Background: an optimization exercise with open tools, aiming at a short achievable clock period and few clock cycles. Do not read the settings as production practice. Function was checked by simulation only, so behaviour that the tests miss may differ from the original. Power is estimated from default activity; no workload was simulated.

job 104:
==> flow/design.v (excerpt) <==
module core (
    input  logic                clk,
    input  logic                rst_n,
    output logic                imem_req_vld,
    input  logic                imem_req_rdy,
    output logic [68:0]         imem_req,
    input  logic                imem_rsp_vld,
    output logic                imem_rsp_rdy,
    input  logic [68:0]         imem_rsp,
    output logic                dmem_req_vld,
    input  logic                dmem_req_rdy,
    output logic [68:0]         dmem_req,
    input  logic                dmem_rsp_vld,
    output logic                dmem_rsp_rdy,
    input  logic [68:0]         dmem_rsp
);
Size: about 9100 cells after synthesis, ~2800 flip-flops, ~290 I/O pins.
export LEC_CHECK = 0
export ABC_CLOCK_PERIOD_IN_PS = 4000
export CAP_MARGIN = 20
export CELL_PAD_IN_SITES_DETAIL_PLACEMENT = 1
export CELL_PAD_IN_SITES_GLOBAL_PLACEMENT = 2
export CORE_MARGIN = 2
export CORE_UTILIZATION = 35
export PLACE_DENSITY = 0.55
export SLEW_MARGIN = 20
export TNS_END_PERCENT = 10
create_clock -name core_clock -period 11.0 [get_ports {clk}]
standard.sh (not shown) runs the stock make flow with config.mk's settings and CLKGATE_MAP_FILE= SYNTH_SCRIPT=/design/flow/synth_recipe.tcl, a recipe that flattens the netlist after the stock synthesis.
==> flow/flow/run.sh <==
#!/bin/bash
set -euo pipefail
bash standard.sh synth > synth.log 2>&1
bash standard.sh SETUP_SLACK_MARGIN=6.5 "BUFFER_PORTS_ARGS=-buffer_cell sky130_fd_sc_hd__buf_4" finish > layout.log 2>&1
Job 104 reached the final stage; the timing, design-rule and antenna checks on its layout passed.
Testbench counts of job 104, summed over its fixed seeds: cycles 115,167.
Input-level comparison between job 103 and job 104:
- TNS_END_PERCENT removed (was 10)
==> flow/flow/run.sh <==
#!/bin/bash
set -euo pipefail
bash standard.sh synth > synth.log 2>&1
bash standard.sh SETUP_SLACK_MARGIN=7 "BUFFER_PORTS_ARGS=-buffer_cell sky130_fd_sc_hd__buf_4" finish > layout.log 2>&1
## What came out
- Job 103 vs. job 104: TritonCTS buffer count higher, cell-internal power higher, worst hold slack lower.
- Compared with job 104, in job 103 number of input and output port buffers inserted stayed essentially flat, ratio of cells with drive above 1 in the final layout rose by 9.3 points, met3 capacity usage during global routing rose by 0.79 points, first-pass GRT wire length rose by about 7%, via count rose by 4308.
- [compare] base=job 104 new=job 103: global-route usage higher, post-route minimum period -0.066 ns.

========
## main
core again, from the RTL that the note above started with.
==> flow/config.mk <==
export PLATFORM = sky130hd
export DESIGN_NAME = core
export DESIGN_NICKNAME = core
export VERILOG_FILES = /design/flow/design.v
export SDC_FILE = /design/flow/constraint.sdc
export NUM_CORES = 4
export LEC_CHECK = 0
export ABC_CLOCK_PERIOD_IN_PS = 4000
export CAP_MARGIN = 20
export CELL_PAD_IN_SITES_DETAIL_PLACEMENT = 1
export CELL_PAD_IN_SITES_GLOBAL_PLACEMENT = 2
export CORE_MARGIN = 2
export CORE_UTILIZATION = 35
export PLACE_DENSITY = 0.55
export SLEW_MARGIN = 20
==> flow/constraint.sdc <==
create_clock -name core_clock -period 11.0 [get_ports {clk}]
set_input_delay 2.2000 -clock core_clock [delete_from_list [all_inputs] [get_ports {clk}]]
set_output_delay 2.2000 -clock core_clock [all_outputs]
set_load 0.01 [all_outputs]
==> flow/flow/run.sh <==
#!/bin/bash
set -euo pipefail
bash standard.sh synth > synth.log 2>&1
bash standard.sh SETUP_SLACK_MARGIN=6.5 "BUFFER_PORTS_ARGS=-buffer_cell sky130_fd_sc_hd__buf_4" finish > layout.log 2>&1
Testbench counts of main, summed over its fixed seeds: cycles 115,167.
The inputs of the feature branch differ from those of main as listed below.
Settings: TNS_END_PERCENT now 10, previously not set.
==> flow/flow/run.sh <==
#!/bin/bash
set -euo pipefail
bash standard.sh synth > synth.log 2>&1
bash standard.sh SETUP_SLACK_MARGIN=6.5 finish > layout.log 2>&1
### Flow results
- Comparing the feature branch and main, the higher share of total power in combinational logic was measured on main.
- Changes observed in the feature branch relative to main: initial antenna violation count now sits lower, power now sits lower, area overhead of the layout relative to synthesis now sits lower, slack of the critical path now sits lower.
- In the tables for the feature branch and main, number of buffers inserted during clock tree synthesis reads higher with main.
- Diff the feature branch..main | die area | unchanged
- Of the feature branch and main, the run reporting the lower amount of wire on met3 after detailed routing was the feature branch.
- The feature branch ended up with a lower wire length than main did.
- Internal power summed over all cells (higher): main

========
Setup of run 1:
core again, from the RTL that the note above started with.
clock: 11.0 ns
lec_check: 0
abc_clock_period_in_ps: 4000
cap_margin: 20
cell_pad_in_sites_detail_placement: 0
cell_pad_in_sites_global_placement: 0
core_margin: 2
core_utilization: 35
place_density: 0.55
slew_margin: 20
==> flow/flow/run.sh <==
#!/bin/bash
set -euo pipefail
bash standard.sh synth > synth.log 2>&1
bash standard.sh SETUP_SLACK_MARGIN=6.5 "BUFFER_PORTS_ARGS=-buffer_cell sky130_fd_sc_hd__buf_4" finish > layout.log 2>&1
Looking at the reports, run 1 completed the entire flow and the layout it produced met the timing, design-rule and antenna checks.
Testbench counts of run 1, summed over its fixed seeds: cycles 115,167.
> inputs changed (run 1 -> run 2)
# run 1
export LEC_CHECK = 0
export ABC_CLOCK_PERIOD_IN_PS = 4000
export CAP_MARGIN = 20
export CELL_PAD_IN_SITES_DETAIL_PLACEMENT = 0
export CELL_PAD_IN_SITES_GLOBAL_PLACEMENT = 0
export CORE_MARGIN = 2
export CORE_UTILIZATION = 35
export PLACE_DENSITY = 0.55
export SLEW_MARGIN = 20
create_clock -name core_clock -period 11.0 [get_ports {clk}]
# run 2
export LEC_CHECK = 0
export ABC_CLOCK_PERIOD_IN_PS = 4000
export CAP_MARGIN = 20
export CELL_PAD_IN_SITES_DETAIL_PLACEMENT = 1
export CELL_PAD_IN_SITES_GLOBAL_PLACEMENT = 2
export CORE_MARGIN = 2
export CORE_UTILIZATION = 35
export PLACE_DENSITY = 0.55
export SLEW_MARGIN = 20
export TNS_END_PERCENT = 10
create_clock -name core_clock -period 11.0 [get_ports {clk}]
==> flow/flow/run.sh <==
#!/bin/bash
set -euo pipefail
bash standard.sh synth > synth.log 2>&1
bash standard.sh SETUP_SLACK_MARGIN=7 "BUFFER_PORTS_ARGS=-buffer_cell sky130_fd_sc_hd__buf_4" finish > layout.log 2>&1
[summary]
Run 2: all stages complete, timing, DRC and antenna checks passed
Diff run 1 and run 2: layout overhead on the synthesized area lower in run 1
Run 1 → run 2: depth of the critical timing path with buffers and inverters included now larger, via count of the first global-routing pass moved up, core utilization now larger.
Higher routed wire length goes to run 2 over run 1.
The inputs of run 3 differ from those of run 2 as listed below.
# run 2
export LEC_CHECK = 0
export ABC_CLOCK_PERIOD_IN_PS = 4000
export CAP_MARGIN = 20
export CELL_PAD_IN_SITES_DETAIL_PLACEMENT = 1
export CELL_PAD_IN_SITES_GLOBAL_PLACEMENT = 2
export CORE_MARGIN = 2
export CORE_UTILIZATION = 35
export PLACE_DENSITY = 0.55
export SLEW_MARGIN = 20
export TNS_END_PERCENT = 10
create_clock -name core_clock -period 11.0 [get_ports {clk}]
# run 3
export LEC_CHECK = 0
export ABC_CLOCK_PERIOD_IN_PS = 4000
export CAP_MARGIN = 20
export CELL_PAD_IN_SITES_DETAIL_PLACEMENT = 0
export CELL_PAD_IN_SITES_GLOBAL_PLACEMENT = 0
export CORE_MARGIN = 2
export CORE_UTILIZATION = 35
export PLACE_DENSITY = 0.55
export SLEW_MARGIN = 20
export TNS_END_PERCENT = 10
create_clock -name core_clock -period 11.0 [get_ports {clk}]
==> flow/flow/run.sh <==
#!/bin/bash
set -euo pipefail
bash standard.sh synth > synth.log 2>&1
bash standard.sh SETUP_SLACK_MARGIN=6.5 "BUFFER_PORTS_ARGS=-buffer_cell sky130_fd_sc_hd__buf_4" finish > layout.log 2>&1
[summary]
Run 3 finished every step from synthesis to the final layout, and the layout passed the timing, design-rule and antenna checks. First-pass GRT wire length in run 3 is 110000 um lower than in run 2. Relative to run 2, global-route track usage on met1 has gone down in run 3. From run 2 to run 3 the numbers moved as follows: relative contribution of combinational cells to total power decreased 1.8 points; multi-input gate share of total cell area increased 0.37 points.
The following lists how run 4 was set up differently from run 3:
# run 3
export LEC_CHECK = 0
export ABC_CLOCK_PERIOD_IN_PS = 4000
export CAP_MARGIN = 20
export CELL_PAD_IN_SITES_DETAIL_PLACEMENT = 0
export CELL_PAD_IN_SITES_GLOBAL_PLACEMENT = 0
export CORE_MARGIN = 2
export CORE_UTILIZATION = 35
export PLACE_DENSITY = 0.55
export SLEW_MARGIN = 20
export TNS_END_PERCENT = 10
create_clock -name core_clock -period 11.0 [get_ports {clk}]
# run 4
export LEC_CHECK = 0
export ABC_CLOCK_PERIOD_IN_PS = 4000
export CAP_MARGIN = 20
export CELL_PAD_IN_SITES_DETAIL_PLACEMENT = 1
export CELL_PAD_IN_SITES_GLOBAL_PLACEMENT = 2
export CORE_MARGIN = 2
export CORE_UTILIZATION = 35
export PLACE_DENSITY = 0.65
export SLEW_MARGIN = 20
export TNS_END_PERCENT = 10
create_clock -name core_clock -period 11.0 [get_ports {clk}]
Findings:
Max critical path depth across run 4 and run 3: run 4. Run 4 vs. run 3: global-route wire length before repair moved up, data arrival time at the worst-slack endpoint fell by 20 ps. From run 3 to run 4 the numbers moved as follows: count of non-CTS inverters in the layout has increased, minimum period implied by the final worst setup slack has increased, worst endpoint required time has decreased. In the tables for run 4 and run 3, final wirelength reads lower with run 3. Against run 3 as the reference, run 4 delivers a higher normalized max-slew margin. [compare] base=run 3 new=run 4: via count went up, final design utilization went up.

[afterwards: timing with drivers on the ports]
In the flow no input, the clock included, has a driving cell. The finished layouts below were timed again as built, in two steps.
Step 1 (the two cells are an assumption about what drives the block):
set clk [get_ports {clk}]
set_driving_cell -lib_cell sky130_fd_sc_hd__clkbuf_16 $clk
set_driving_cell -lib_cell sky130_fd_sc_hd__buf_2 [delete_from_list [all_inputs] $clk]
Step 2, shift: input delay + t, output delay - t, t = (earliest + latest rising clock arrival at the registers) / 2. This alone moves slack from input paths to output paths.
a / b / c = ideal ports / drivers / drivers and shift; a / b = the first two.
| run | shift t [ns] | setup slack, ns | worst hold slack (ns) | clock arrival spread, ns | cell pins on the clock port's net |
|---|---|---|---|---|---|
| job 104 | 1.035 | 6.297 / 5.993 / 4.958 | 0.329 / 0.329 / 0.329 | 0.092 / 0.091 | 1 |
| job 103 | 1.030 | 6.363 / 5.986 / 4.956 | 0.325 / 0.325 / 0.325 | 0.088 / 0.087 | 1 |
| main | 1.010 | 6.304 / 6.119 / 5.109 | 0.336 / 0.336 / 0.336 | 0.082 / 0.082 | 1 |
| the feature branch | 1.019 | 6.156 / 5.980 / 4.961 | 0.321 / 0.321 / 0.321 | 0.075 / 0.075 | 1 |
| run 1 | 0.979 | 6.336 / 6.037 / 5.058 | 0.270 / 0.270 / 0.270 | 0.115 / 0.115 | 1 |
| run 2 | 1.013 | 6.184 / 5.977 / 4.964 | 0.329 / 0.329 / 0.329 | 0.081 / 0.082 | 1 |
| run 3 | 0.996 | 6.294 / 6.042 / 5.046 | 0.277 / 0.277 / 0.277 | 0.121 / 0.121 | 1 |
| run 4 | 1.022 | 6.185 / 5.994 / 4.973 | 0.282 / 0.282 / 0.282 | 0.123 / 0.123 | 1 |
After both steps every run listed still meets setup and hold. The setup slack of job 103, which loses most, moves by -0.377 ns with the drivers and by -1.407 ns with both steps.
